Context: an optimization exercise on an open-source flow, tuned for small area. The choices shown serve that exercise and are no tape-out recipe. Only simulation tests tie the RTL to the original design; equivalence was not proved.

==> flow/flow/run.sh <==
#!/bin/bash
# Standard layout with three changes:
# 1. after the standard synthesis (standard.sh, unchanged), the logic that does not feed the
#    HEX outputs (the generator's next-state logic), and the last few levels of logic before the
#    outputs (the seven-segment decoder), are remapped for area: yosys turns those cells back into
#    logic and maps it again with an area-oriented ABC script; every flip-flop, full adder, half
#    adder and tie cell, and the rest of the logic feeding the outputs (the divider), stay as
#    synthesized;
# 2. port buffers are buf_1 instead of the default buffer cell;
# 3. clock tree from clkbuf_4/clkbuf_8 buffers, without dummy loads.
set -euo pipefail
W=$PWD
R=$W/orfs/results/$FLOW_PLATFORM/Lab1/base
LIB=$FLOW_HOME/platforms/$FLOW_PLATFORM/lib/sky130_fd_sc_hd__tt_025C_1v80.lib
YOSYS=$FLOW_HOME/../tools/install/yosys/bin/yosys

bash standard.sh "$R/1_2_yosys.v" > $W/flow_synth.log 2>&1
cp "$R/1_2_yosys.v" $W/std_1_2_yosys.v

python3 $W/flow/comb_lib.py "$LIB" $W/comb.lib > $W/comb_lib.log 2>&1
cat > $W/remap.ys <<EOF
read_liberty -lib $LIB
read_verilog $W/std_1_2_yosys.v
hierarchy -check -top $FLOW_TOP
select -set outcone o:* %ci*:-sky130_fd_sc_hd__dfxtp_1[D,CLK]
select -set near o:* %ci26
select -set keep t:sky130_fd_sc_hd__dfxtp_1 t:sky130_fd_sc_hd__fa_1 t:sky130_fd_sc_hd__ha_1 t:sky130_fd_sc_hd__conb_1
select -set gen t:* @outcone %d @near %u @keep %d
submod -name genlogic @gen
read_liberty -overwrite $W/comb.lib
flatten genlogic
opt_clean -purge genlogic
abc -liberty $LIB -dont_use *lpflow* -dont_use *probe* -script $W/flow/remap.abc genlogic
opt_clean -purge genlogic
read_liberty -lib -overwrite $LIB
flatten
opt_clean -purge
write_verilog -noattr $W/remap_raw.v
EOF
$YOSYS -s $W/remap.ys > $W/flow_remap.log 2>&1
$YOSYS -p "read_liberty -lib $LIB; read_verilog $W/remap_raw.v; hierarchy -check -top $FLOW_TOP; \
hilomap -singleton -hicell sky130_fd_sc_hd__conb_1 HI -locell sky130_fd_sc_hd__conb_1 LO; \
insbuf -buf sky130_fd_sc_hd__buf_1 A X; splitnets; opt_clean -purge; check -assert; \
stat -liberty $LIB; write_verilog -noattr -noexpr -nohex -nodec $W/remap.v" > $W/flow_remap2.log 2>&1
cp $W/remap.v "$R/1_2_yosys.v"

bash standard.sh \
  "BUFFER_PORTS_ARGS=-buffer_cell sky130_fd_sc_hd__buf_1" \
  "CTS_ARGS=-sink_clustering_enable -repair_clock_nets -dont_use_dummy_load -buf_list {sky130_fd_sc_hd__clkbuf_4 sky130_fd_sc_hd__clkbuf_8}" \
  finish > $W/flow_layout.log 2>&1
cmp -s $W/remap.v "$R/1_2_yosys.v" || { echo "synthesis result was rebuilt" >&2; exit 1; }
==> flow/flow/comb_lib.py <==
# Writes the platform library's combinational cells (no flip-flops, latches, full or half
# adders, tie, tap, fill or low-power cells) to a liberty file, for remapping the glue logic.
import re, sys
src = open(sys.argv[1]).read()
m = re.search(r'\n\s*cell\s*\(', src)
header = src[:m.start()]
cell_re = re.compile(r'\n\s*cell\s*\(\s*"?(\w+)"?\s*\)\s*\{')
pos = m.start()
out = []
skip = ['__df', '__edf', '__sdf', '__dl', '__fa_', '__ha_', '__conb', '__tap', '__fill', '__decap',
        '__diode', '__probe', '__lpflow', '__macro', '__sdl', '__einv', '__ebuf']
while True:
    m = cell_re.search(src, pos)
    if not m:
        break
    depth = 0
    j = m.end() - 1
    while True:
        c = src[j]
        if c == '{':
            depth += 1
        elif c == '}':
            depth -= 1
            if depth == 0:
                break
        j += 1
    if not any(k in m.group(1) for k in skip):
        out.append(src[m.start():j + 1])
    pos = j + 1
open(sys.argv[2], 'w').write(header + ''.join(out) + '\n}\n')
==> flow/flow/remap.abc <==
strash
&get -n
&st
&synch2
&nf -R 1000
&put
strash
&get -n
&st
&dch -f
&nf -R 1000
&put
topo
==> flow/standard.sh <==
#!/bin/bash
# synth_recipe.tcl (not shown) runs the flow's synth.tcl, then flattens the netlist and writes it again
# the make line also repeats each setting of config.mk as NAME=value (left out here)
make -C /OpenROAD-flow-scripts/flow DESIGN_CONFIG=/design/flow/config.mk WORK_HOME=/design/flow/orfs CLKGATE_MAP_FILE= SYNTH_SCRIPT=/design/flow/synth_recipe.tcl "${@:-finish}"
==> flow/config.mk <==
export PLATFORM = sky130hd
export DESIGN_NAME = Lab1
export DESIGN_NICKNAME = Lab1
export VERILOG_FILES = /design/flow/design.v
export SDC_FILE = /design/flow/constraint.sdc
export NUM_CORES = 4
export LEC_CHECK = 0
export CAP_MARGIN = 20
export CORE_MARGIN = 2
export CORE_UTILIZATION = 40
export SLEW_MARGIN = 20
export SYNTH_HIERARCHICAL = 1
export SYNTH_MINIMUM_KEEP_SIZE = 0
==> flow/constraint.sdc <==
create_clock -name core_clock -period 160.0 [get_ports {CLOCK_50}]
set_input_delay 32.0000 -clock core_clock [delete_from_list [all_inputs] [get_ports {CLOCK_50}]]
set_output_delay 32.0000 -clock core_clock [all_outputs]
set_load 0.01 [all_outputs]
==> flow/design.v <==
module Debounce(
	input i_in,
	input i_clk,
	input i_rst,
	output o_debounced,
	output o_neg,
	output o_pos
);
	parameter CNT_N = 7;
	localparam CNT_BIT = $clog2(CNT_N+1);
	logic o_debounced_r, o_debounced_w;
	logic [CNT_BIT-1:0] counter_r, counter_w;
	logic neg_r, neg_w, pos_r, pos_w;
	assign o_debounced = o_debounced_r;
	assign o_pos = pos_r;
	assign o_neg = neg_r;
	always_comb begin
		pos_w = ~o_debounced_r &  o_debounced_w;
		neg_w =  o_debounced_r & ~o_debounced_w;
		if (i_in != o_debounced_r) begin
			counter_w = counter_r - 1;
		end else begin
			counter_w = CNT_N;
		end
		if (counter_r == 0) begin
			o_debounced_w = ~o_debounced_r;
		end else begin
			o_debounced_w = o_debounced_r;
		end
	end
	always_ff @(posedge i_clk) begin
		if (i_rst) begin
			o_debounced_r <= 1'b1;
			counter_r <= CNT_N;
			neg_r <= 1'b0;
			pos_r <= 1'b0;
		end else begin
			o_debounced_r <= o_debounced_w;
			counter_r <= counter_w;
			neg_r <= neg_w;
			pos_r <= pos_w;
		end
	end
endmodule
module SevenHexDecoder(
	input [6:0] i_hex,
	output logic [6:0] o_seven_hun,
	output logic [6:0] o_seven_ten,
	output logic [6:0] o_seven_one
);
	function automatic [6:0] seg(input [3:0] d);
		seg[0] = ~((~d[2] & ~d[0]) | d[1] | (d[2] & d[0]) | d[3]);
		seg[1] = ~(~d[2] | (~d[1] & ~d[0]) | (d[1] & d[0]));
		seg[2] = ~d[2] & d[1] & ~d[0];
		seg[3] = (~d[3] & ~d[2] & ~d[1] & d[0]) | (d[2] & ~d[1] & ~d[0]) | (d[2] & d[1] & d[0]);
		seg[4] = d[0] | (d[2] & ~d[1]);
		seg[5] = ~((~d[1] & ~d[0]) | d[2] | d[3]);
		seg[6] = (~d[3] & ~d[2] & ~d[1]) | (d[2] & d[1] & d[0]);
	endfunction
	function automatic [3:0] add3(input [3:0] d);
		add3[0] = (d[3] & ~d[0]) | (~d[3] & ~d[2] & d[0]) | (d[2] & d[1] & ~d[0]);
		add3[1] = (d[3] & ~d[0]) | (~d[2] & d[1]) | (d[1] & d[0]);
		add3[2] = (d[3] & d[0]) | (d[2] & ~d[1] & ~d[0]);
		add3[3] = (d[2] & d[0]) | (d[2] & d[1]) | d[3];
	endfunction
	wire [3:0] a1 = add3({1'b0, i_hex[6:4]});
	wire [3:0] a2 = add3({a1[2:0], i_hex[3]});
	wire [3:0] a3 = add3({a2[2:0], i_hex[2]});
	wire [3:0] a4 = add3({a3[2:0], i_hex[1]});
	wire [3:0] ones = {a4[2:0], i_hex[0]};
	wire [3:0] b1 = add3({1'b0, a1[3], a2[3], a3[3]});
	wire hun = b1[3];
	wire [3:0] tens = {b1[2:0], a4[3]};
	wire blank_ten = ~hun & (tens == 4'd0);
	assign o_seven_hun = {4'b1111, ~hun, ~hun, 1'b1};
	assign o_seven_ten = seg(tens) | {7{blank_ten}};
	assign o_seven_one = seg(ones);
endmodule
module Top(
	input i_clk,
	input i_rst,
	input i_start,
	input [17:0] i_sw,
	output logic [6:0] o_random_out
);
	parameter SHOW_NUM = 15;
	parameter DELAY0 = 34;
	parameter DELAY1 = 131;
	parameter DELAY2 = 242;
	parameter DELAY3 = 297;
	parameter DELAY4 = 372;
	localparam [31:0] MUL_T = 32'd48271;      
	localparam [31:0] MUL_R = 32'd22695433;   
	function automatic [8:0] delay_of(input [3:0] n);
		if (n < 5)       delay_of = DELAY0;
		else if (n < 9)  delay_of = DELAY1;
		else if (n < 12) delay_of = DELAY2;
		else if (n < 14) delay_of = DELAY3;
		else             delay_of = DELAY4;
	endfunction
	function automatic [31:0] cdelay_rot(input [3:0] n);
		logic [31:0] c;
		if (n < 5)       c = MUL_T * DELAY0;
		else if (n < 9)  c = MUL_T * DELAY1;
		else if (n < 12) c = MUL_T * DELAY2;
		else if (n < 14) c = MUL_T * DELAY3;
		else             c = MUL_T * DELAY4;
		cdelay_rot = {c[30:0], c[31]};
	endfunction
	logic sw;             
	logic idle;           
	logic [3:0] run_num;  
	logic [8:0] left;     
	logic [31:0] rdm;
	logic [31:0] tmul;    
	logic [31:0] prod;    
	wire done = (run_num == SHOW_NUM);
	wire draw = sw && !done && (idle || left == 0);
	wire [31:0] prod_g = prod & {32{!idle}};
	wire [31:0] sum;
	wire [32:0] sum_c;
	assign sum_c[0] = 1'b0;
	genvar i;
	generate
		for (i = 0; i < 32; i++) begin : sum_add
			FullAdd u(.a(tmul[i]), .b(prod_g[i]), .ci(sum_c[i]), .s(sum[i]), .co(sum_c[i+1]));
		end
	endgenerate
	wire [31:0] rdm_new = (&sum) ? 32'd0 : sum;
	wire [4:0] idx = left[4:0];
	wire [31:0] mul_r_rot = {MUL_R[30:0], MUL_R[31]};
	wire [31:0] cdel = cdelay_rot(run_num);
	wire prod_k = mul_r_rot[idx];
	wire prod_c = cdel[idx];
	wire [31:0] pp = rdm & {32{prod_k}};
	wire [31:0] prod_next;
	wire [31:0] prod_cy;
	assign prod_next[0] = prod_c ^ pp[0];
	assign prod_cy[0] = prod_c & pp[0];
	generate
		for (i = 1; i < 31; i++) begin : prod_add
			FullAdd u(.a(prod[i-1]), .b(pp[i]), .ci(prod_cy[i-1]), .s(prod_next[i]), .co(prod_cy[i]));
		end
	endgenerate
	assign prod_next[31] = prod[30] ^ pp[31] ^ prod_cy[30];
	logic [31:0] tmul_next;
	always_comb begin
		logic c;
		c = 1'b0;
		for (int k = 0; k < 32; k++) begin
			tmul_next[k] = tmul[k] ^ MUL_T[k] ^ c;
			c = (tmul[k] & MUL_T[k]) | (tmul[k] & c) | (MUL_T[k] & c);
		end
	end
	always_ff @(posedge i_clk) begin
		if (i_rst) begin
			sw <= 0;
			idle <= 1;
			run_num <= 0;
			rdm <= 0;
			tmul <= 0;
		end
		else begin
			tmul <= tmul_next;
			if (i_start)
				sw <= ~sw;
			if (sw)
				idle <= 0;
			if (!sw)
				run_num <= 0;
			else if (draw)
				run_num <= run_num + 1;
			if (draw)
				rdm <= rdm_new;
		end
	end
	always_ff @(posedge i_clk) begin
		if (!sw)
			left <= DELAY0;
		else if (draw)
			left <= delay_of(run_num + 1);
		else
			left <= left - 1;
		prod <= prod_next;
	end
	wire [6:0] rem_inc;    
	RemInc rem0(.i_rdm(rdm), .i_m(i_sw[6:0]), .o_rem_inc(rem_inc));
	always_comb begin
		if (!sw)
			o_random_out = 0;
		else if (done && i_sw[17])
			o_random_out = i_sw[16:10];
		else
			o_random_out = rem_inc;
	end
endmodule
module RemInc(input [31:0] i_rdm, input [6:0] i_m, output [6:0] o_rem_inc);
	wire [31:0] rdm = i_rdm;
	wire [6:0] m = i_m;
	wire [6:0] nm = ~m;
	genvar j, i;
	logic [6:0] r [0:7];
	assign r[0] = 7'd0;
	generate
		for (j = 0; j < 7; j++) begin : rs
			wire [7:0] t = {r[j], rdm[31-j]};
			wire [8:0] c;
			wire [7:0] d;
			assign c[0] = 1'b1;
			for (i = 0; i < 8; i++) begin : bit_
				wire mb = (i < 7) ? nm[i] : 1'b1;
				assign d[i] = t[i] ^ mb ^ c[i];
				assign c[i+1] = (t[i] & mb) | (t[i] & c[i]) | (mb & c[i]);
			end
			wire [6:0] keep = (7'd1 << (j + 1)) - 7'd1;
			assign r[j+1] = (c[8] ? d[6:0] : t[6:0]) & keep;
		end
	endgenerate
	logic [6:0] q [7:32];
	logic sub [7:32];
	assign q[7] = r[7];
	assign sub[7] = 1'b1;
	generate
		for (j = 7; j < 32; j++) begin : ns
			NrStage st(.i_r(q[j]), .i_sub(sub[j]), .i_b(rdm[31-j]), .i_m(m), .o_r(q[j+1]), .o_sub(sub[j+1]));
		end
	endgenerate
	wire neg = ~sub[32];
	wire [7:0] cc;
	assign cc[0] = 1'b1;
	generate
		for (i = 0; i < 7; i++) begin : fin
			wire a = m[i] & neg;
			assign o_rem_inc[i] = q[32][i] ^ a ^ cc[i];
			assign cc[i+1] = (q[32][i] & a) | (q[32][i] & cc[i]) | (a & cc[i]);
		end
	endgenerate
endmodule
module NrStage(input [6:0] i_r, input i_sub, input i_b, input [6:0] i_m, output [6:0] o_r, output o_sub);
	wire [7:0] t = {i_r, i_b};
	wire [7:0] c;
	assign o_r[0] = i_b ^ i_m[0];
	assign c[1] = i_sub ? (i_b | ~i_m[0]) : (i_b & i_m[0]);
	genvar i;
	generate
		for (i = 1; i < 7; i++) begin : bit_
			FullAdd u(.a(t[i]), .b(i_m[i] ^ i_sub), .ci(c[i]), .s(o_r[i]), .co(c[i+1]));
		end
	endgenerate
	assign o_sub = ~(t[7] ^ i_sub ^ c[7]);
endmodule
module FullAdd(input a, input b, input ci, output s, output co);
	assign s = a ^ b ^ ci;
	assign co = (a & b) | (a & ci) | (b & ci);
endmodule
module Lab1(
	input CLOCK_50,
	input RST,
	input KEY0,
	input [17:0] SW,
	output [6:0] HEX0,
	output [6:0] HEX1,
	output [6:0] HEX2
);
	logic keydown;
	logic [6:0] random_value;
	Debounce deb0(
		.i_in(KEY0),
		.i_clk(CLOCK_50),
		.i_rst(RST),
		.o_neg(keydown)
	);
	Top top0(
		.i_clk(CLOCK_50),
		.i_rst(RST),
		.i_start(keydown),
		.i_sw(SW),
		.o_random_out(random_value)
	);
	SevenHexDecoder seven_dec0(
		.i_hex(random_value),
		.o_seven_hun(HEX2),
		.o_seven_ten(HEX1),
		.o_seven_one(HEX0)
	);
endmodule
==> results of run 1 <==
## routing by layer
metal,vias to the layer above,wire (um),GRT usage
met3,23,836,0.0205
met1,4520,13300,0.229
met4,0,310,0.0415
met2,170,13200,0.263
met5,-,0,0
li1,4385,-,-
## cell usage in the layout (no fill, tap or decap), drive strengths merged, types with 3 or more instances in the layout
cell type  instances
nor2b             87
o31ai              5
inv               10
conb               7
nand4             10
ha                56
nand2b            10
o21ai             42
mux2              29
o22ai              4
or3                3
clkinv            40
and3               3
nand2             61
mux2i              6
xnor3             20
nor2              98
nor3              13
dfxtp            116
fa               232
clkbuf            25
o21a               3
o311ai             3
o211ai             8
xnor2             48
nand3             19
xor2             162
a221oi             4
a21oi             43
a31oi             10
buf               98
a22oi             39
nor4               5
and2               7
a22o               7
## stage by stage
| step | util | hold slack, ps | TNS, ps | setup slack (ps) |
|---|---|---|---|---|
| 2_1_floorplan | - | 362 | 0 | 6660 |
| 5_1_grt | 0.445 | 412 | -1030 | -198 |
| 3_3_place_gp | 0.422 | 369 | 0 | 907 |
| 6_report | 0.445 | 392 | 0 | 2930 |
| 3_5_place_dp | 0.422 | 384 | 0 | 187 |
| 4_1_cts | 0.429 | 397 | 0 | 148 |
## worst max-delay path: cells and delay by family
family	cells	cell delay, ps
adder cells (fa/ha/maj)	177	69680
XOR/XNOR	32	9120
multiplexers	24	7460
AND/OR/NAND/NOR	19	3710
AO/OA/AOI/OAI	14	1920
buffers and inverters	9	1040
## layout make-up
class                           instances  area share
Clock buffer                           17      0.0156
Tap cell                              448      0.0374
Multi-Input combinational cell       1064       0.733
Sequential cell                       116       0.155
Inverter                               50      0.0126
Timing Repair Buffer                  106      0.0458
## sequential cells by signal (all words and copies together) (netlist names)
register	cells
top0.prod	32
top0.rdm	32
top0.tmul	32
top0.left	9
top0.run_num	4
deb0.counter_r	3
deb0.neg_r	1
deb0.o_debounced_r	1
top0.idle	1
top0.sw	1
## what timing repair did
item	4_1_cts	5_1_grt
gates resized for setup	4	35
pin swaps	0	1
setup endpoints to repair	6	16
buffers inserted	0	57
## how the worst max path moves through the flow
stage | startpoint | to | slack [ps] | cells after the start
CTS | SW[6] | HEX0[3] | 150 | 274
floorplan | SW[6] | HEX0[3] | 6660 | 292
finish | SW[6] | HEX0[1] | 2930 | 275
detailed placement | SW[6] | HEX0[3] | 190 | 274
global placement | SW[6] | HEX0[3] | 910 | 274
global route | SW[6] | HEX0[3] | -200 | 275
==> qor.yml, run 1 <==
status: "timing/DRC/antenna clean"
hold_buffers: 0
cts_tree: "done"
wl_per_cell_um: 15.4
vias: 9098
antenna_found_initial: 0
numCtsBuffers: 17
core_um2: 33600
crit-reg2reg-launch: "top0.idle"
path_clk_slew_ps: 60
cts-root-buf: "clkbuf_8"
first_global_vias: 9421
slew_headroom: 0.407
crit_fanout: 14
crit_top_cell: "fa_1"
io_pins: 42
drv_cap: 0
area_growth_pct: 9.63
period_needed_ps: 157070
portBuffers: 33
drive_above_1_share: 0.124
drv_slew: 0
hold_viol: 0
critPathSlowestCell: "fa_1"
via_per_inst: 5.05
first_pass_iters: 5
netlist_area_um2: 13700
final_cell_area_um2: 15000
dieArea_um2: 35600
hold_start: "deb0.counter_r[0]"
multi_input_area_um2: 11000
grt_pass1_wl_um: 47200
finalWirelength_um: 27700
setup_violations: 0
grt_max_degree: 71
hold_path_depth: 1
crit_arrival_ps: 125070
min_to: "deb0.counter_r[0]"
track_usage: 0.162
grt_overflow: 0
cp.required_ps: 128000
numClockSinks: 116
h-tree-depth: 4
slowest_delay_ps: 540
place.gp.congestion: 0.833
post-route-period-util: 0.982
fillCellCount: 3201
diodes: 0
end_kind: "output pin"
max_freq_ghz: 0.00637
critPathLaunchType: "input port"
dieHeight_um: 189
stdcell_count: 1801
die_x_um: 189
drcViolationCount: 0
worst_pin_slew_ps: 888
reg2regPathDepth: 39
fin_skew_ps: 25.5
drt_iter0_drc: 439
placed_area_um2: 14200
rrSetupSlack_ps: 144880
crit_type: "in2out"
layout.nets: 1664
start_util: 0.406
synth_cells: 1270
yosysWarningCount: 16
row_count: 67
worstHoldPathType: "reg2reg"
clk_latency_ps: 440
placedCellCount: 1727
postRouteAntennaNets: 0
seqCellArea_um2: 2320
r2r_end: "top0.rdm[23]"
syn_avg_cell_area_um2: 10.8
dpl.hpwl_um: 20500
clock_path_buffers: 2
==> run 2: changes to the inputs <==
--- a/flow/flow/run.sh
+++ b/flow/flow/run.sh
@@ -24,5 +24,5 @@
 hierarchy -check -top $FLOW_TOP
 select -set outcone o:* %ci*:-sky130_fd_sc_hd__dfxtp_1[D,CLK]
-select -set near o:* %ci26
+select -set near o:* %ci8
 select -set keep t:sky130_fd_sc_hd__dfxtp_1 t:sky130_fd_sc_hd__fa_1 t:sky130_fd_sc_hd__ha_1 t:sky130_fd_sc_hd__conb_1
 select -set gen t:* @outcone %d @near %u @keep %d
==> run 2 against run 1 <==
  * Still clean
  * Hold slack got worse by 8.2 ps
  * Utilization decreased by 1.7 points
  * Clock-buffer cell count unchanged
  * Worst setup slack improved by 510 ps
  * Cell count decreased by 0.89%
  * Fmax increased by 0.33%
  * Die area increased by 1.7%
  * Sequential share of layout area increased by 0.27 points
  * Flip-flop and latch count unchanged
  * Wire length decreased by 1.5%
  * Cell area decreased by 1.7%
  * Critical endpoint is now HEX0[6]
==> qor.yml, run 2 <==
status: "timing/DRC/antenna clean"
vias: 9195  # +1.1%
path_clk_slew_ps: 50  # about the same
synth_cells: 1306  # +2.8%
start_util: 0.404  # -0.00189
numCtsBuffers: 17  # unchanged
crit_fanout: 19  # +5
area_growth_pct: 5.89
row_count: 68  # +1.5%
mostFrequentLayoutCell: "fa_1"
fin_setup_tns_ps: 0  # unchanged
core_um2: 34400  # +2.3%
first_global_vias: 9557  # +1.4%
clk_latency_ps: 420  # -20 ps
layout.nets: 1641  # -1.4%
cts-root-buf: "clkbuf_8"
portBuffers: 33  # unchanged
cp.required_ps: 128000  # about the same
postRouteAntennaNets: 0  # unchanged
hold_viol: 0  # unchanged
hold_path_depth: 1  # unchanged
drv_cap: 0  # unchanged
fin_skew_ps: 26.4  # +0.875 ps
worstHoldPathType: "reg2reg"
crit_arrival_ps: 124560  # -510 ps
setup_violations: 0  # unchanged
first_pass_iters: 5  # unchanged
reg2regPathDepth: 40  # +2.6%
numClockSinks: 116  # unchanged
grt_overflow: 0  # unchanged
drv_slew: 0  # unchanged
end_kind: "output pin"
syn_avg_cell_area_um2: 10.6  # -1.0%
crit_type: "in2out"
slowest_delay_ps: 540  # about the same
largestRegisters: "top0.prod x32, top0.rdm x32, top0.tmul x32"
clock_path_buffers: 2  # unchanged
critPathSlowestCell: "fa_1"
track_usage: 0.161  # -0.000602
drt_iter0_drc: 387  # -12%
period_needed_ps: 156560  # -509 ps
drcViolationCount: 0  # unchanged
rsz0062_at_grt: "false"
dieArea_um2: 36300  # +1.7%
grt_pass1_wl_um: 48100  # +1.8%
yosysWarningCount: 16  # unchanged
worst_pin_slew_ps: 862  # -25.7 ps
drive_above_1_share: 0.0940  # -0.0302
cts_tree: "done"
diodes: 0  # unchanged
finalWirelength_um: 27300  # -1.5%
dpl.hpwl_um: 20900  # +2.2%
die_x_um: 190  # +0.87%
wl_per_cell_um: 15.3  # -0.63%
io_pins: 42  # unchanged
pre_cts_ws_ps: 1310  # +1120 ps
via_per_inst: 5.15  # +2.0%
grt_max_degree: 71  # unchanged
crit_top_cell: "fa_1"
max_freq_ghz: 0.00639  # +0.33%
place.gp.congestion: 0.879  # +5.5%
slew_headroom: 0.424  # +0.0177
critPathLaunchType: "input port"
netlist_area_um2: 13900  # +1.8%
dieHeight_um: 190  # +0.87%
layout_common_cells: "fa_1 (232), xor2_1 (182), dfxtp_1 (116)"
h-tree-depth: 4  # unchanged
antenna_found_initial: 0  # unchanged
post-route-period-util: 0.978  # -0.00318
setup_slack_ps: 3440  # +509 ps
run 2: critical path: cells and delay by family:
| family | cells | cell delay [ps] |
|---|---|---|
| adders and majority gates | 177 | 68150 |
| muxes | 26 | 8120 |
| buffers and inverters | 10 | 1210 |
| and+or+nand+nor | 19 | 3760 |
| AOI/OAI and AO/OA | 11 | 2000 |
| xor gates and xnor gates | 27 | 9190 |
run 2: stage by stage:
step,std cells,instance area [um^2],hold WS (ps),util
2_1_floorplan,1310,13900,362,-
3_3_place_gp,1763,14400,369,0.418
3_5_place_dp,1763,14400,373,0.418
4_1_cts,1780,14600,387,0.425
5_1_grt,1785,14700,424,0.428
6_report,1785,14700,384,0.428
run 2: area by class of cell:
| class | count | area (um^2) |
|---|---|---|
| fill | 3383 | 19700 |
| multi-input combinational | 1083 | 11100 |
| sequential | 116 | 2320 |
| tap | 455 | 569 |
| timing repair buffer | 58 | 322 |
| clock buffer | 17 | 234 |
| inverter | 56 | 219 |
run 2: final timing paths:
| kind | startpoint | to | slack [ps] |
|---|---|---|---|
| worst max-delay path | SW[6] | HEX0[6] | 3440 |
| worst min register to register | deb0.counter_r[0] | deb0.counter_r[0] | 380 |
| worst max register to register | top0.idle | top0.rdm[17] | 144910 |
| worst min-delay path | deb0.counter_r[0] | deb0.counter_r[0] | 380 |
run 2: repair_timing:
item                                    CTS  global route
endpoints found under the setup margin    0            16
resized for setup                         0            37
endpoints found under the hold margin     0             0
setup buffers                             0             5
hold buffers                              0             0
run 2: per-layer routing:
metal  track usage  vias to the layer above  wire, um
met5             0                        -         0
met2         0.270                      162     13200
met4        0.0250                        0       227
li1              -                     4362         -
met1         0.227                     4653     13000
met3        0.0210                       18       815
==> run 3: changes to the inputs <==
--- a/flow/flow/run.sh
+++ b/flow/flow/run.sh
@@ -24,5 +24,5 @@
 hierarchy -check -top $FLOW_TOP
 select -set outcone o:* %ci*:-sky130_fd_sc_hd__dfxtp_1[D,CLK]
-select -set near o:* %ci8
+select -set near o:* %ci14
 select -set keep t:sky130_fd_sc_hd__dfxtp_1 t:sky130_fd_sc_hd__fa_1 t:sky130_fd_sc_hd__ha_1 t:sky130_fd_sc_hd__conb_1
 select -set gen t:* @outcone %d @near %u @keep %d
==> run 3 against run 2 <==
  * Largest cell class unchanged
  * Hold slack better by 10 ps
  * Flip-flop and latch count unchanged
  * Sequential share of layout area up 0.25 points
  * Clock skew down 2.6 ps
  * Via count down 3.2%
  * Cell count down 2.8%
  * Die area down 1.3%
  * Critical path type unchanged
==> qor.yml, run 3 <==
status: "timing/DRC/antenna clean"
h-tree-depth: 4  # unchanged
fin_skew_ps: 23.8  # -2.56 ps
die_x_um: 189  # -0.65%
diodes: 0  # unchanged
hold_viol: 0  # unchanged
numClockSinks: 116  # unchanged
drive_above_1_share: 0.0917  # -0.00230
critPathLaunchType: "input port"
drt_iter0_drc: 317  # -18%
netlist_area_um2: 13700  # -1.3%
vias: 8902  # -3.2%
crit_type: "in2out"
yosysWarningCount: 16  # unchanged
fin_setup_tns_ps: 0  # unchanged
portBuffers: 33  # unchanged
layout.nets: 1598  # -2.6%
finalWirelength_um: 27100  # -0.76%
track_usage: 0.162  # +0.000997
post-route-period-util: 0.979  # about the same
cts-root-buf: "clkbuf_8"
place.gp.congestion: 0.838  # -4.7%
synth_cells: 1266  # -3.1%
row_count: 67  # -1.5%
first_global_vias: 9394  # -1.7%
grt_max_degree: 71  # unchanged
postRouteAntennaNets: 0  # unchanged
drv_slew: 0  # unchanged
worst_pin_slew_ps: 1070  # +209 ps
path_clk_slew_ps: 60  # about the same
grt_pass1_wl_um: 47600  # -0.86%
period_needed_ps: 156560  # +6.30 ps
dpl.hpwl_um: 20700  # -1.3%
hold_buffers: 0  # unchanged
first_pass_iters: 5  # unchanged
slew_headroom: 0.282  # -0.142
rsz0062_at_grt: "false"
core_um2: 33600  # -2.2%
worstHoldPathType: "reg2reg"
start_util: 0.408  # +0.00367
crit_top_cell: "fa_1"
dieArea_um2: 35800  # -1.3%
drv_cap: 0  # unchanged
grt_overflow: 0  # unchanged
area_growth_pct: 5.65
wl_per_cell_um: 15.6  # +2.1%
cts_tree: "done"
crit_arrival_ps: 124560  # about the same
clk_latency_ps: 430  # about the same
critPathSlowestCell: "fa_1"
numCtsBuffers: 17  # unchanged
dieHeight_um: 189  # -0.65%
crit_fanout: 16  # -3
io_pins: 42  # unchanged
layout_common_cells: "fa_1 (232), xor2_1 (180), dfxtp_1 (116)"
cp.required_ps: 128000  # about the same
slowest_delay_ps: 550  # about the same
largestRegisters: "top0.prod x32, top0.rdm x32, top0.tmul x32"
mostFrequentLayoutCell: "fa_1"
max_freq_ghz: 0.00639  # about the same
via_per_inst: 5.13  # -0.40%
antenna_found_initial: 0  # unchanged
setup_violations: 0  # unchanged
clock_path_buffers: 2  # unchanged
syn_avg_cell_area_um2: 10.8  # +1.8%
drcViolationCount: 0  # unchanged
end_kind: "output pin"
## run 3: cell type report
type,count,area [um^2]
Tap cell,448,561
Fill cell,3277,19100
Inverter,53,200
Multi-Input combinational cell,1052,10900
Sequential cell,116,2320
Clock buffer,17,234
Timing Repair Buffer,49,254
## run 3: path summary, 6_finish.rpt
check | endpoint | cells past startpoint | start | slack, ps
min reg2reg | deb0.counter_r[0] | 1 | deb0.counter_r[0] | 390
max reg2reg | top0.rdm[18] | 40 | top0.idle | 144880
max | HEX0[2] | 267 | SW[6] | 3440
min | deb0.counter_r[0] | 1 | deb0.counter_r[0] | 390
## run 3: worst max-delay path: cells and delay by family
kind	cells	cell delay, ps
compound gates	10	1890
xor+xnor	27	9300
fa+ha+maj	177	68170
buf+inv	6	650
mux	26	8170
simple gates	21	4280
## run 3: through the flow
stage / area (um^2) / setup slack (ps) / instances / utilization / hold WS, ps
floorplan: 13700 / 8170 / 1270 / - / 362
global placement: 14200 / 2200 / 1715 / 0.421 / 370
detailed placement: 14200 / 1040 / 1715 / 0.421 / 386
CTS: 14400 / 1110 / 1732 / 0.428 / 402
global route: 14500 / 33.3 / 1735 / 0.431 / 422
finish: 14500 / 3440 / 1735 / 0.431 / 394
## run 3: metal layers
| metal | up-vias | global-route usage | wire [um] |
|---|---|---|---|
| met1 | 4464 | 0.228 | 13000 |
| met3 | 26 | 0.0248 | 949 |
| met2 | 163 | 0.267 | 12800 |
| li1 | 4249 | - | - |
| met4 | 0 | 0.0303 | 317 |
| met5 | - | 0 | 0 |
## run 3: repair_timing
| action | in CTS | in global routing |
|---|---|---|
| setup endpoints to repair | 0 | 16 |
| setup buffers | 0 | 3 |
| resized for setup | 0 | 41 |
| hold endpoints to repair | 0 | 0 |
==> run 4: changes to the inputs <==
--- a/flow/flow/run.sh
+++ b/flow/flow/run.sh
@@ -24,5 +24,5 @@
 hierarchy -check -top $FLOW_TOP
 select -set outcone o:* %ci*:-sky130_fd_sc_hd__dfxtp_1[D,CLK]
-select -set near o:* %ci14
+select -set near o:* %ci20
 select -set keep t:sky130_fd_sc_hd__dfxtp_1 t:sky130_fd_sc_hd__fa_1 t:sky130_fd_sc_hd__ha_1 t:sky130_fd_sc_hd__conb_1
 select -set gen t:* @outcone %d @near %u @keep %d
==> flow/flow/remap.abc (replaced) <==
strash
&get -n
&st
&deepsyn -J 100 -T 600
&synch2
&nf -R 1000
&put
topo
==> run 4 against run 3 <==
  * Still clean on timing, DRC and antenna
  * Utilization rose by 2.4 points
  * Cell area rose by 2.5%
  * Flip-flop and latch count did not move
  * First-iteration DRC count fell by 17%
  * Critical path depth rose by 14
  * Worst setup slack got worse by 180 ps
  * Non-clock buffer count rose by 100
  * Clock-buffer cell count did not move
  * Sequential share of layout area fell by 0.40 points
  * Register-to-register slack improved by 180 ps
  * Clock skew rose by 6.4 ps
  * Critical path type unchanged
  * Critical endpoint is now HEX1[2]
==> qor.yml, run 4 <==
status: "timing/DRC/antenna clean"
cp.required_ps: 128000  # about the same
finish.utilization: 0.456  # +0.0244
antenna_found_initial: 0  # unchanged
worst-path-buf-inv: 7  # +1
post-route-period-util: 0.980  # +0.00112
row_count: 66  # -1.5%
layout.nets: 1602  # +0.25%
crit_fanout: 8  # -8
track_usage: 0.155  # -0.00718
rrSetupSlack_ps: 145060  # +180 ps
grt_overflow: 0  # unchanged
setup_violations: 0  # unchanged
dpl.hpwl_um: 19100  # -7.4%
area_growth_pct: 12.0
start_util: 0.407  # -0.00133
stdcell_count: 1733  # -0.12%
fin_skew_ps: 30.2  # +6.39 ps
worstHoldPathType: "reg2reg"
wl_per_cell_um: 14.6  # -6.5%
io_pins: 42  # unchanged
largestRegisters: "top0.prod x32, top0.rdm x32, top0.tmul x32"
syn_avg_cell_area_um2: 11.4  # +4.8%
cts-root-buf: "clkbuf_8"
crit_arrival_ps: 124740  # +180 ps
drv_cap: 0  # unchanged
finalWirelength_um: 25300  # -6.6%
timing.hold.ws_ps: 381  # -13.3 ps
h-tree-depth: 4  # unchanged
path_clk_slew_ps: 40  # -20 ps
drv_slew: 0  # unchanged
die_x_um: 186  # -1.6%
layout_common_cells: "fa_1 (230), xor2_1 (176), dfxtp_1 (116), buf_4 (116), nor2b_1 (91)"
core_um2: 32600  # -3.0%
period_needed_ps: 156740  # +179 ps
slew_headroom: 0.371  # +0.0882
critPathSlowestCell: "fa_1"
hold_viol: 0  # unchanged
synth_cells: 1168  # -7.7%
worst_pin_slew_ps: 941  # -131 ps
clock_path_buffers: 2  # unchanged
drcViolationCount: 0  # unchanged
placed_area_um2: 13700  # -3.0%
netlist_area_um2: 13300  # -3.3%
mostFrequentLayoutCell: "fa_1"
postRouteAntennaNets: 0  # unchanged
crit_top_cell: "fa_1"
dieArea_um2: 34600  # -3.2%
max_freq_ghz: 0.00638  # -0.11%
vias: 8446  # -5.1%
setup_slack_ps: 3260  # -180 ps
final_cell_area_um2: 14900  # +2.5%
clk_latency_ps: 450  # +20 ps
end_kind: "output pin"
yosysWarningCount: 16  # unchanged
pre_cts_ws_ps: -577  # -1620 ps
portBuffers: 33  # unchanged
slowest_delay_ps: 510  # -40 ps
cts_tree: "done"
first_global_vias: 8712  # -7.3%
grt_pass1_wl_um: 43100  # -9.5%
drive_above_1_share: 0.168  # +0.0764
first_pass_iters: 4  # -1
drt_iter0_drc: 262  # -17%
place.gp.congestion: 0.776  # -7.3%
grt_max_degree: 56  # -21%
via_per_inst: 4.87  # -5.0%
hold_buffers: 0  # unchanged
crit_type: "in2out"
numCtsBuffers: 17  # unchanged
numClockSinks: 116  # unchanged
dieHeight_um: 186  # -1.6%
crit_family: "adder cells"
critPathLaunchType: "input port"
placedCellCount: 1613  # -5.9%
diodes: 0  # unchanged
-- run 4: area by class of cell --
type	instances	area, um^2
Timing Repair Buffer	149	1000
Clock buffer	17	234
Inverter	54	204
Sequential cell	116	2320
Tap cell	442	553
Fill cell	3072	17800
Multi-Input combinational cell	955	10500
-- run 4: what timing repair did --
action                     4_1_cts  5_1_grt
gates resized for setup          8       34
pin swaps                        0        2
buffers inserted                 0      103
setup endpoints to repair        9       16
-- run 4: worst reg2reg max path: cells and delay by family (launching register included) --
family,cells,cell delay [ps]
adder cells (fa/ha/maj),32,12600
AO/OA/AOI/OAI,2,870
flip-flops,1,620
buffers and inverters,1,350
XOR/XNOR,2,280
AND/OR/NAND/NOR,1,120
-- run 4: through the flow --
stage,TNS (ps)
3_3_place_gp,0
5_1_grt,-400
3_5_place_dp,-1880
2_1_floorplan,0
6_report,0
4_1_cts,0
-- run 4: final timing paths --
kind,cells past startpoint,to,from
setup reg to reg,38,top0.prod[31],top0.left[1]
hold reg to reg,1,deb0.counter_r[0],deb0.counter_r[0]
hold / removal,1,deb0.counter_r[0],deb0.counter_r[0]
setup / recovery,281,HEX1[2],SW[6]
-- run 4: layer usage --
layer,track usage,up-vias,part of all wire
met4,0.0425,0,0.013
met3,0.0186,20,0.021
met2,0.267,92,0.51
met1,0.206,4283,0.46
li1,-,4051,-
met5,0,-,0
==> run 5: changes to the inputs <==
--- a/flow/flow/run.sh
+++ b/flow/flow/run.sh
@@ -24,5 +24,5 @@
 hierarchy -check -top $FLOW_TOP
 select -set outcone o:* %ci*:-sky130_fd_sc_hd__dfxtp_1[D,CLK]
-select -set near o:* %ci20
+select -set near o:* %ci14
 select -set keep t:sky130_fd_sc_hd__dfxtp_1 t:sky130_fd_sc_hd__fa_1 t:sky130_fd_sc_hd__ha_1 t:sky130_fd_sc_hd__conb_1
 select -set gen t:* @outcone %d @near %u @keep %d
==> run 5 against run 4 <==
  * Wire length down 0.82%
  * Flip-flop and latch count unchanged
  * First-iteration DRC count down 7.3%
  * Register-to-register slack worse by 360 ps
  * Critical path depth down 7
  * Global-route usage down 0.34 points
  * Via count down 2.6%
  * Non-clock buffer count down 80
  * Worst setup slack better by 210 ps
  * Fmax up 0.14%
==> qor.yml, run 5 <==
status: "timing/DRC/antenna clean"
end_kind: "output pin"
worst_pin_slew_ps: 726  # -215 ps
drcViolationCount: 0  # unchanged
cp.required_ps: 128000  # about the same
critPathLaunchType: "input port"
first_global_vias: 8764  # +0.60%
hold_viol: 0  # unchanged
clock_path_buffers: 2  # unchanged
first_pass_iters: 4  # unchanged
drive_above_1_share: 0.109  # -0.0592
portBuffers: 33  # unchanged
yosysWarningCount: 16  # unchanged
dieHeight_um: 187  # +0.32%
clk_latency_ps: 420  # -30 ps
crit_fanout: 18  # +10
placedCellCount: 1627  # +0.87%
diodes: 0  # unchanged
setup_violations: 0  # unchanged
numCtsBuffers: 17  # unchanged
start_util: 0.408  # +0.00161
grt_overflow: 0  # unchanged
dieArea_um2: 34900  # +0.64%
post-route-period-util: 0.978  # -0.00134
grt_max_degree: 41  # -27%
cts-root-buf: "clkbuf_8"
drv_cap: 0  # unchanged
crit_top_cell: "fa_1"
drt_iter0_drc: 243  # -7.3%
stdcell_count: 1664  # -4.0%
row_count: 66  # unchanged
dpl.hpwl_um: 19500  # +2.1%
synth_cells: 1181  # +1.1%
numClockSinks: 116  # unchanged
largestRegisters: "top0.prod x32, top0.rdm x32, top0.tmul x32"
max_freq_ghz: 0.00639  # +0.14%
placed_area_um2: 13800  # +0.53%
layout.nets: 1533  # -4.3%
pre_cts_ws_ps: 1080  # +1650 ps
mostFrequentLayoutCell: "fa_1"
syn_avg_cell_area_um2: 11.3  # -0.46%
critPathSlowestCell: "fa_1"
path_clk_slew_ps: 50  # about the same
place.gp.congestion: 0.835  # +7.5%
cts_tree: "done"
crit_type: "in2out"
setup_slack_ps: 3470  # +214 ps
finalWirelength_um: 25100  # -0.82%
grt_pass1_wl_um: 43800  # +1.6%
period_needed_ps: 156530  # -214 ps
core_um2: 32700  # +0.25%
fin_skew_ps: 37.3  # +7.08 ps
drv_slew: 0  # unchanged
netlist_area_um2: 13400  # +0.65%
h-tree-depth: 4  # unchanged
wl_per_cell_um: 15.1  # +3.3%
hold_buffers: 0  # unchanged
area_growth_pct: 6.74
worstHoldPathType: "reg2reg"
postRouteAntennaNets: 0  # unchanged
slowest_delay_ps: 550  # +40 ps
via_per_inst: 4.94  # +1.4%
final_cell_area_um2: 14300  # -4.1%
track_usage: 0.152  # -0.00336
finish.utilization: 0.436  # -0.0197
vias: 8226  # -2.6%
crit_arrival_ps: 124530  # -210 ps
layout_common_cells: "fa_1 (232), xor2_1 (185), dfxtp_1 (116)"
slew_headroom: 0.512  # +0.141
io_pins: 42  # unchanged
antenna_found_initial: 0  # unchanged
die_x_um: 187  # +0.32%
[run 5: metal layers]
layer	track usage	up-vias	share of wire
met3	0.0237	15	0.034
met4	0.0247	0	0.0077
met2	0.249	136	0.47
met1	0.215	4142	0.48
li1	-	3933	-
met5	0	-	0
[run 5: critical path, delay by kind of cell]
| kind | cells | cell delay [ps] |
|---|---|---|
| AO/OA/AOI/OAI | 13 | 2050 |
| XOR/XNOR | 27 | 9150 |
| adder cells (fa/ha/maj) | 177 | 68200 |
| buffers and inverters | 8 | 770 |
| multiplexers | 26 | 8090 |
| AND/OR/NAND/NOR | 23 | 4180 |
[run 5: area by class of cell]
type / instances / area (um^2)
multi-input combinational: 964 / 10500
tap: 442 / 553
timing repair buffer: 69 / 404
inverter: 56 / 211
fill: 3193 / 18400
sequential: 116 / 2320
clock buffer: 17 / 234
[run 5: final timing paths]
path | startpoint | endpoint | slack (ps) | depth (start not counted)
max | SW[6] | HEX0[1] | 3470 | 274
min | deb0.counter_r[0] | deb0.counter_r[0] | 380 | 1
max reg2reg | top0.idle | top0.rdm[23] | 144700 | 40
min reg2reg | deb0.counter_r[0] | deb0.counter_r[0] | 380 | 1
[run 5: timing repair]
action	in CTS	in global routing
resized for setup	0	36
endpoints found under the setup margin	0	16
buffers inserted	0	20
[run 5: per-stage QoR]
| stage | hold WS [ps] | TNS, ps |
|---|---|---|
| after floorplan | 362 | 0 |
| after global placement | 370 | 0 |
| after detailed placement | 377 | 0 |
| after CTS | 389 | 0 |
| after global routing | 414 | -22.7 |
| final | 382 | 0 |
==> run 6: changes to the inputs <==
--- a/flow/config.mk
+++ b/flow/config.mk
@@ -9,4 +9,5 @@
 export CORE_MARGIN = 2
 export CORE_UTILIZATION = 40
+export GPL_TIMING_DRIVEN = 0
 export SLEW_MARGIN = 20
 export SYNTH_HIERARCHICAL = 1
==> run 6 against run 5 <==
  * Still clean on timing, DRC and antenna
  * Via count grew 0.12%
  * Worst setup slack gained 260 ps
  * Non-clock buffer count up 22
  * Sequential share of layout area is 0.30 points lower
  * Critical path depth rose by 28
  * Critical path type unchanged
  * Critical endpoint unchanged
  * Highest routed layer unchanged
==> qor.yml, run 6 <==
critPathLaunchType: "input port"
rsz0062_at_grt: "false"
track_usage: 0.151  # -0.000220
mostFrequentLayoutCell: "fa_1"
netlist_area_um2: 13400  # unchanged
clock_path_buffers: 2  # unchanged
h-tree-depth: 4  # unchanged
cp.required_ps: 128000  # about the same
worst-path-buf-inv: 36  # +28
critPathSlowestCell: "fa_1"
setup_violations: 0  # unchanged
status: "timing/DRC/antenna clean"
drv_slew: 0  # unchanged
fin_skew_ps: 27.2  # -10.1 ps
crit_top_cell: "fa_1"
crit_type: "in2out"
layout_common_cells: "fa_1 (232), xor2_1 (185), dfxtp_1 (115)"
area_growth_pct: 8.79
drive_above_1_share: 0.0836  # -0.0252
die_x_um: 187  # unchanged
antenna_found_initial: 0  # unchanged
grt_max_degree: 35  # -15%
dieHeight_um: 187  # unchanged
worstHoldPathType: "reg2reg"
crit_family: "adder cells"
grt_overflow: 0  # unchanged
diodes: 0  # unchanged
postRouteAntennaNets: 0  # unchanged
row_count: 66  # unchanged
dieArea_um2: 34900  # unchanged
grt_pass1_wl_um: 44100  # +0.71%
path_clk_slew_ps: 50  # about the same
hold_start: "deb0.counter_r[0]"
crit_arrival_ps: 124270  # -260 ps
core_um2: 32700  # unchanged
hold_viol: 0  # unchanged
numClockSinks: 116  # unchanged
syn_avg_cell_area_um2: 11.3  # unchanged
period_needed_ps: 156270  # -259 ps
end_kind: "output pin"
numCtsBuffers: 17  # unchanged
placed_area_um2: 14300  # +3.4%
max_freq_ghz: 0.00640  # +0.17%
slowest_delay_ps: 550  # about the same
drt_iter0_drc: 261  # +7.4%
cts-root-buf: "clkbuf_8"
portBuffers: 33  # unchanged
hold_buffers: 0  # unchanged
via_per_inst: 4.88  # -1.2%
layout.nets: 1555  # +1.4%
first_global_vias: 8841  # +0.88%
finish.utilization: 0.444  # +0.00838
cp-startpoint: "SW[4]"
io_pins: 42  # unchanged
fin_setup_tns_ps: 0  # unchanged
largestRegisters: "top0.prod x32, top0.rdm x32, top0.tmul x32"
clk_latency_ps: 410  # about the same
worst_pin_slew_ps: 847  # +121 ps
start_util: 0.408  # unchanged
dpl.hpwl_um: 19800  # +1.3%
vias: 8236  # +0.12%
drcViolationCount: 0  # unchanged
timing.hold.ws_ps: 383  # +0.580 ps
first_pass_iters: 4  # unchanged
cts_setup_buffers: 0  # unchanged
slew_headroom: 0.434  # -0.0777
yosysWarningCount: 16  # unchanged
cts_tree: "done"
wl_per_cell_um: 14.5  # -3.7%
synth_cells: 1181  # unchanged
post-route-period-util: 0.977  # -0.00162
place.gp.congestion: 0.830  # -0.54%
drv_cap: 0  # unchanged
crit-reg2reg-launch: "top0.idle"
crit_fanout: 22  # +4
final_cell_area_um2: 14500  # +1.9%
ctsResizeCount: 0  # unchanged
finalWirelength_um: 24500  # -2.5%
## run 6: per-stage QoR
| step | setup slack, ps | std cells |
|---|---|---|
| 2_1_floorplan | 8030 | 1185 |
| 3_3_place_gp | 1010 | 1660 |
| 3_5_place_dp | 3320 | 1669 |
| 4_1_cts | 3220 | 1686 |
| 5_1_grt | 28.2 | 1686 |
| 6_report | 3730 | 1686 |
## run 6: layout make-up
cell class	instances	area, um^2
fill	3184	18200
multi-input combinational	964	10500
sequential	116	2320
tap	442	553
buffer	49	374
timing repair buffer	42	342
clock buffer	17	234
inverter	56	211
## run 6: metal layers
| metal | wire length, um | track usage |
|---|---|---|
| met5 | 0 | 0 |
| met4 | 132 | 0.0211 |
| met2 | 11600 | 0.248 |
| met3 | 504 | 0.0169 |
| met1 | 12200 | 0.221 |
## run 6: final timing paths
kind	to	slack, ps	cells after the start
worst max-delay path	HEX0[1]	3730	302
worst min-delay path	deb0.counter_r[0]	380	1
worst max register to register	top0.rdm[9]	144810	38
worst min register to register	deb0.counter_r[0]	380	1
==> run 7: changes to the inputs <==
--- a/flow/flow/run.sh
+++ b/flow/flow/run.sh
@@ -47,5 +47,5 @@
 bash standard.sh \
   "BUFFER_PORTS_ARGS=-buffer_cell sky130_fd_sc_hd__buf_1" \
-  "CTS_ARGS=-sink_clustering_enable -repair_clock_nets -dont_use_dummy_load -buf_list {sky130_fd_sc_hd__clkbuf_4 sky130_fd_sc_hd__clkbuf_8}" \
+  "CTS_ARGS=-sink_clustering_enable -repair_clock_nets -dont_use_dummy_load -sink_clustering_size 20 -sink_clustering_max_diameter 150 -buf_list {sky130_fd_sc_hd__clkbuf_4 sky130_fd_sc_hd__clkbuf_8}" \
   finish > $W/flow_layout.log 2>&1
 cmp -s $W/remap.v "$R/1_2_yosys.v" || { echo "synthesis result was rebuilt" >&2; exit 1; }
--- a/flow/config.mk
+++ b/flow/config.mk
@@ -9,5 +9,4 @@
 export CORE_MARGIN = 2
 export CORE_UTILIZATION = 40
-export GPL_TIMING_DRIVEN = 0
 export SLEW_MARGIN = 20
 export SYNTH_HIERARCHICAL = 1
==> run 7 against run 6 <==
  * Cell area shrank 1.9%
  * Non-clock buffer count shrank 22
  * Clock skew grew 10 ps
  * Synthesized area is the same
  * Global-route usage is essentially flat
  * Cell count shrank 1.3%
  * Still clean
  * Via count shrank 0.12%
  * Highest routed layer unchanged
  * Fmax shrank 0.17%
==> qor.yml, run 7 <==
via_per_inst: 4.94  # +1.2%
crit_family: "adder cells"
cts-root-buf: "clkbuf_8"
drive_above_1_share: 0.109  # +0.0252
finalWirelength_um: 25100  # +2.5%
diodes: 0  # unchanged
dieArea_um2: 34900  # unchanged
area_growth_pct: 6.74
largestRegisters: "top0.prod x32, top0.rdm x32, top0.tmul x32"
clock_path_buffers: 2  # unchanged
drt_iter0_drc: 243  # -6.9%
place.gp.congestion: 0.835  # +0.54%
yosysWarningCount: 16  # unchanged
dpl.hpwl_um: 19500  # -1.3%
drcViolationCount: 0  # unchanged
drv_cap: 0  # unchanged
io_pins: 42  # unchanged
die_x_um: 187  # unchanged
setup_violations: 0  # unchanged
crit_top_cell: "fa_1"
netlist_area_um2: 13400  # unchanged
drv_slew: 0  # unchanged
synth_cells: 1181  # unchanged
hold_path_depth: 1  # unchanged
worstHoldPathType: "reg2reg"
crit_end: "HEX0[1]"
core_um2: 32700  # unchanged
grt_max_degree: 41  # +17%
vias: 8226  # -0.12%
row_count: 66  # unchanged
cp.depth: 274  # -9.3%
slowest_delay_ps: 550  # about the same
grt_pass1_wl_um: 43800  # -0.70%
rrSetupSlack_ps: 144700  # -110 ps
antenna_found_initial: 0  # unchanged
hold_buffers: 0  # unchanged
crit_type: "in2out"
h-tree-depth: 4  # unchanged
path_clk_slew_ps: 50  # about the same
clk_latency_ps: 420  # about the same
end_kind: "output pin"
mostFrequentLayoutCell: "fa_1"
cts_tree: "done"
crit_fanout: 18  # -18%
first_pass_iters: 4  # unchanged
fin_skew_ps: 37.3  # +10.1 ps
crit_arrival_ps: 124530  # +260 ps
period_needed_ps: 156530  # +259 ps
post-route-period-util: 0.978  # +0.00162
crit-reg2reg-launch: "top0.idle"
cp-startpoint: "SW[6]"
critPathLaunchType: "input port"
stdcell_count: 1664  # -1.3%
cp.required_ps: 128000  # about the same
worst-path-buf-inv: 8  # -78%
reg2regPathDepth: 40  # +5.3%
worst_pin_slew_ps: 726  # -121 ps
layout_common_cells: "fa_1 (232), xor2_1 (185), dfxtp_1 (116)"
start_util: 0.408  # unchanged
dieHeight_um: 187  # unchanged
numClockSinks: 116  # unchanged
max_freq_ghz: 0.00639  # -0.17%
track_usage: 0.152  # +0.000220
r2r_end: "top0.rdm[23]"
syn_avg_cell_area_um2: 11.3  # unchanged
wl_per_cell_um: 15.1  # +3.9%
numCtsBuffers: 17  # unchanged
placedCellCount: 1627  # -2.5%
slew_headroom: 0.512  # +0.0777
grt_overflow: 0  # unchanged
layout.nets: 1533  # -1.4%
postRouteAntennaNets: 0  # unchanged
first_global_vias: 8764  # -0.87%
portBuffers: 33  # unchanged
status: "timing/DRC/antenna clean"
critPathSlowestCell: "fa_1"
hold_viol: 0  # unchanged
[run 7: metal layers]
| metal | share of wire | track usage |
|---|---|---|
| met1 | 0.48 | 0.215 |
| met2 | 0.47 | 0.249 |
| met3 | 0.034 | 0.0237 |
| met4 | 0.0077 | 0.0247 |
| met5 | 0 | 0 |
[run 7: final cells by class]
cell class | instances | area [um^2]
fill | 3193 | 18400
multi-input combinational | 964 | 10500
sequential | 116 | 2320
tap | 442 | 553
timing repair buffer | 69 | 404
clock buffer | 17 | 234
inverter | 56 | 211
[run 7: worst min-delay path by stage]
stage,start,endpoint,slack [ps]
after floorplan,deb0.counter_r[0],deb0.counter_r[0],360
after global placement,deb0.counter_r[0],deb0.counter_r[0],370
after detailed placement,deb0.counter_r[0],deb0.counter_r[0],380
after CTS,deb0.counter_r[0],deb0.counter_r[0],390
after global routing,deb0.counter_r[0],deb0.counter_r[0],410
final,deb0.counter_r[0],deb0.counter_r[0],380
[run 7: through the flow]
| stage | area [um^2] | TNS, ps | setup WS (ps) | hold WS (ps) | utilization |
|---|---|---|---|---|---|
| final | 14300 | 0 | 3470 | 382 | 0.436 |
| after global routing | 14300 | -22.7 | -22.7 | 414 | 0.436 |
| after CTS | 14000 | 0 | 1010 | 389 | 0.429 |
| after detailed placement | 13800 | 0 | 1080 | 377 | 0.422 |
| after global placement | 13800 | 0 | 2050 | 370 | 0.422 |
| after floorplan | 13400 | 0 | 8030 | 362 | - |
[run 7: what timing repair did]
item                       CTS  global route
setup endpoints to repair    0            16
resized for setup            0            36
buffers inserted             0            20
==> run 8: changes to the inputs <==
--- a/flow/flow/run.sh
+++ b/flow/flow/run.sh
@@ -47,5 +47,5 @@
 bash standard.sh \
   "BUFFER_PORTS_ARGS=-buffer_cell sky130_fd_sc_hd__buf_1" \
-  "CTS_ARGS=-sink_clustering_enable -repair_clock_nets -dont_use_dummy_load -sink_clustering_size 20 -sink_clustering_max_diameter 150 -buf_list {sky130_fd_sc_hd__clkbuf_4 sky130_fd_sc_hd__clkbuf_8}" \
+  "CTS_ARGS=-sink_clustering_enable -repair_clock_nets -dont_use_dummy_load -sink_clustering_size 30 -sink_clustering_max_diameter 250 -buf_list {sky130_fd_sc_hd__clkbuf_8}" \
   finish > $W/flow_layout.log 2>&1
 cmp -s $W/remap.v "$R/1_2_yosys.v" || { echo "synthesis result was rebuilt" >&2; exit 1; }
==> run 8 against run 7 <==
  * Hold slack is the same
  * Cell area is the same
  * Register-to-register slack is essentially flat
  * Sequential share of layout area is the same
  * Cell count is the same
  * Via count is the same
  * Synthesized area is the same
  * Critical path depth is the same
  * First-iteration DRC count is the same
  * Wire length is the same
  * Critical path type unchanged
  * Highest routed layer unchanged
==> qor.yml, run 8 <==
status: "timing/DRC/antenna clean"
io_pins: 42  # unchanged
mostFrequentLayoutCell: "fa_1"
grt_pass1_wl_um: 43800  # unchanged
multi_input_area_um2: 10500  # unchanged
seqCellArea_um2: 2320  # unchanged
max_freq_ghz: 0.00639  # unchanged
start_util: 0.408  # unchanged
drcViolationCount: 0  # unchanged
first_global_vias: 8764  # unchanged
area_growth_pct: 6.74  # unchanged
stdcell_count: 1664  # unchanged
fillCellCount: 3193  # unchanged
drv_slew: 0  # unchanged
h-tree-depth: 4  # unchanged
worstHoldPathType: "reg2reg"
place.gp.congestion: 0.835  # unchanged
finish.utilization: 0.436  # unchanged
wl_met3_um: 851  # unchanged
path_clk_slew_ps: 50  # about the same
synth_cells: 1181  # unchanged
first_pass_iters: 4  # unchanged
drive_above_1_share: 0.109  # unchanged
grt_overflow: 0  # unchanged
via_per_inst: 4.94  # unchanged
crit_family: "adder cells"
cp.required_ps: 128000  # about the same
clock_path_buffers: 2  # unchanged
period_needed_ps: 156530  # unchanged
track_usage: 0.152  # unchanged
hold_viol: 0  # unchanged
layout_common_cells: "fa_1 (232), xor2_1 (185), dfxtp_1 (116)"
layout.nets: 1533  # unchanged
slew_headroom: 0.512  # unchanged
slowest_delay_ps: 550  # about the same
crit_top_cell: "fa_1"
fin_skew_ps: 37.3  # unchanged
placedCellCount: 1627  # unchanged
hold_buffers: 0  # unchanged
grt_max_degree: 41  # unchanged
dieArea_um2: 34900  # unchanged
vias: 8226  # unchanged
critPathLaunchType: "input port"
row_count: 66  # unchanged
crit_arrival_ps: 124530  # about the same
syn_avg_cell_area_um2: 11.3  # unchanged
die_x_um: 187  # unchanged
post-route-period-util: 0.978  # unchanged
cts-root-buf: "clkbuf_8"
finalWirelength_um: 25100  # unchanged
crit_type: "in2out"
yosysWarningCount: 16  # unchanged
dpl.hpwl_um: 19500  # unchanged
worst_pin_slew_ps: 726  # unchanged
top_layer_used: "met4"
portBuffers: 33  # unchanged
fin_setup_tns_ps: 0  # unchanged
core_um2: 32700  # unchanged
worst-path-buf-inv: 8  # unchanged
crit_fanout: 18  # unchanged
diodes: 0  # unchanged
cts_tree: "done"
wl_per_cell_um: 15.1  # unchanged
drt_iter0_drc: 243  # unchanged
clk_latency_ps: 420  # about the same
end_kind: "output pin"
dr_wl_met2_um: 11900  # unchanged
antenna_found_initial: 0  # unchanged
postRouteAntennaNets: 0  # unchanged
numClockSinks: 116  # unchanged
netlist_area_um2: 13400  # unchanged
largestRegisters: "top0.prod x32, top0.rdm x32, top0.tmul x32"
numCtsBuffers: 17  # unchanged
drt-met1-wl_um: 12100  # unchanged
drv_cap: 0  # unchanged
setup_violations: 0  # unchanged
dieHeight_um: 187  # unchanged
rrSetupSlack_ps: 144700  # about the same
critPathSlowestCell: "fa_1"
-- run 8: repair_timing --
item                       in CTS  in global routing
gates resized for setup         0                 36
buffers inserted                0                 20
setup endpoints to repair       0                 16
-- run 8: cell type report --
type / count / share of cell area
well taps: 442 / 0.0388
repair buffers: 69 / 0.0284
inverters: 56 / 0.0148
flip-flops and latches: 116 / 0.163
clock buffers: 17 / 0.0164
multi-input cells: 964 / 0.739
-- run 8: path summary, 6_finish.rpt --
kind	from	to	cells past startpoint
max	SW[6]	HEX0[1]	274
min	deb0.counter_r[0]	deb0.counter_r[0]	1
max reg2reg	top0.idle	top0.rdm[23]	40
min reg2reg	deb0.counter_r[0]	deb0.counter_r[0]	1
-- run 8: per-stage QoR --
step                      setup slack (ps)  hold slack, ps  cell area [um^2]
final                                 3470             382             14300
after floorplan                       8030             362             13400
after global placement                2050             370             13800
after detailed placement              1080             377             13800
after global routing                 -22.7             414             14300
after CTS                             1010             389             14000
-- run 8: layer usage --
layer  vias up  GRT usage
met4         0     0.0247
met3        15     0.0237
li1       3933          -
met2       136      0.249
met5         -          0
met1      4142      0.215

## what the ideal ports hide
No port has a modelled driver above. Below, the same layouts with a new extraction and two added sets of constraints. Step 1 (the two cells are an assumption about what drives the block):
set clk [get_ports {CLOCK_50}]
set_driving_cell -lib_cell sky130_fd_sc_hd__clkbuf_16 $clk
set_driving_cell -lib_cell sky130_fd_sc_hd__buf_2 [delete_from_list [all_inputs] $clk]
Step 2 moves the port delays by t, midway between the first and last clock arrival at a register: inputs arrive t later, outputs are due t later. That takes back most of the time a late clock gives input paths. Three values: ideal, step 1, step 2; two values: the first two.
| run | t (ns) | slack for setup (ns) | worst hold slack (ns) | worst setup path after step 2 | worst data-port slew with drivers (ns) |
|---|---|---|---|---|---|
| run 1 | 0.464 | 2.935 / 2.912 / 2.912 | 0.392 / 0.392 / 0.392 | input to output | 0.04 |
| run 2 | 0.447 | 3.444 / 3.423 / 3.423 | 0.384 / 0.384 / 0.384 | input to output | 0.04 |
| run 3 | 0.456 | 3.438 / 3.419 / 3.419 | 0.394 / 0.394 / 0.394 | input to output | 0.04 |
| run 4 | 0.467 | 3.258 / 3.234 / 3.234 | 0.381 / 0.381 / 0.381 | input to output | 0.04 |
| run 5 | 0.439 | 3.472 / 3.451 / 3.451 | 0.382 / 0.382 / 0.382 | input to output | 0.03 |
| run 6 | 0.434 | 3.732 / 3.713 / 3.713 | 0.383 / 0.383 / 0.383 | input to output | 0.04 |
| run 7 | 0.439 | 3.472 / 3.451 / 3.451 | 0.382 / 0.382 / 0.382 | input to output | 0.03 |
| run 8 | 0.439 | 3.472 / 3.451 / 3.451 | 0.382 / 0.382 / 0.382 | input to output | 0.03 |
After both steps setup and hold are still met in every run listed. The setup slack of run 4, which loses most, moves by -0.024 ns with the drivers and by -0.024 ns with both steps.
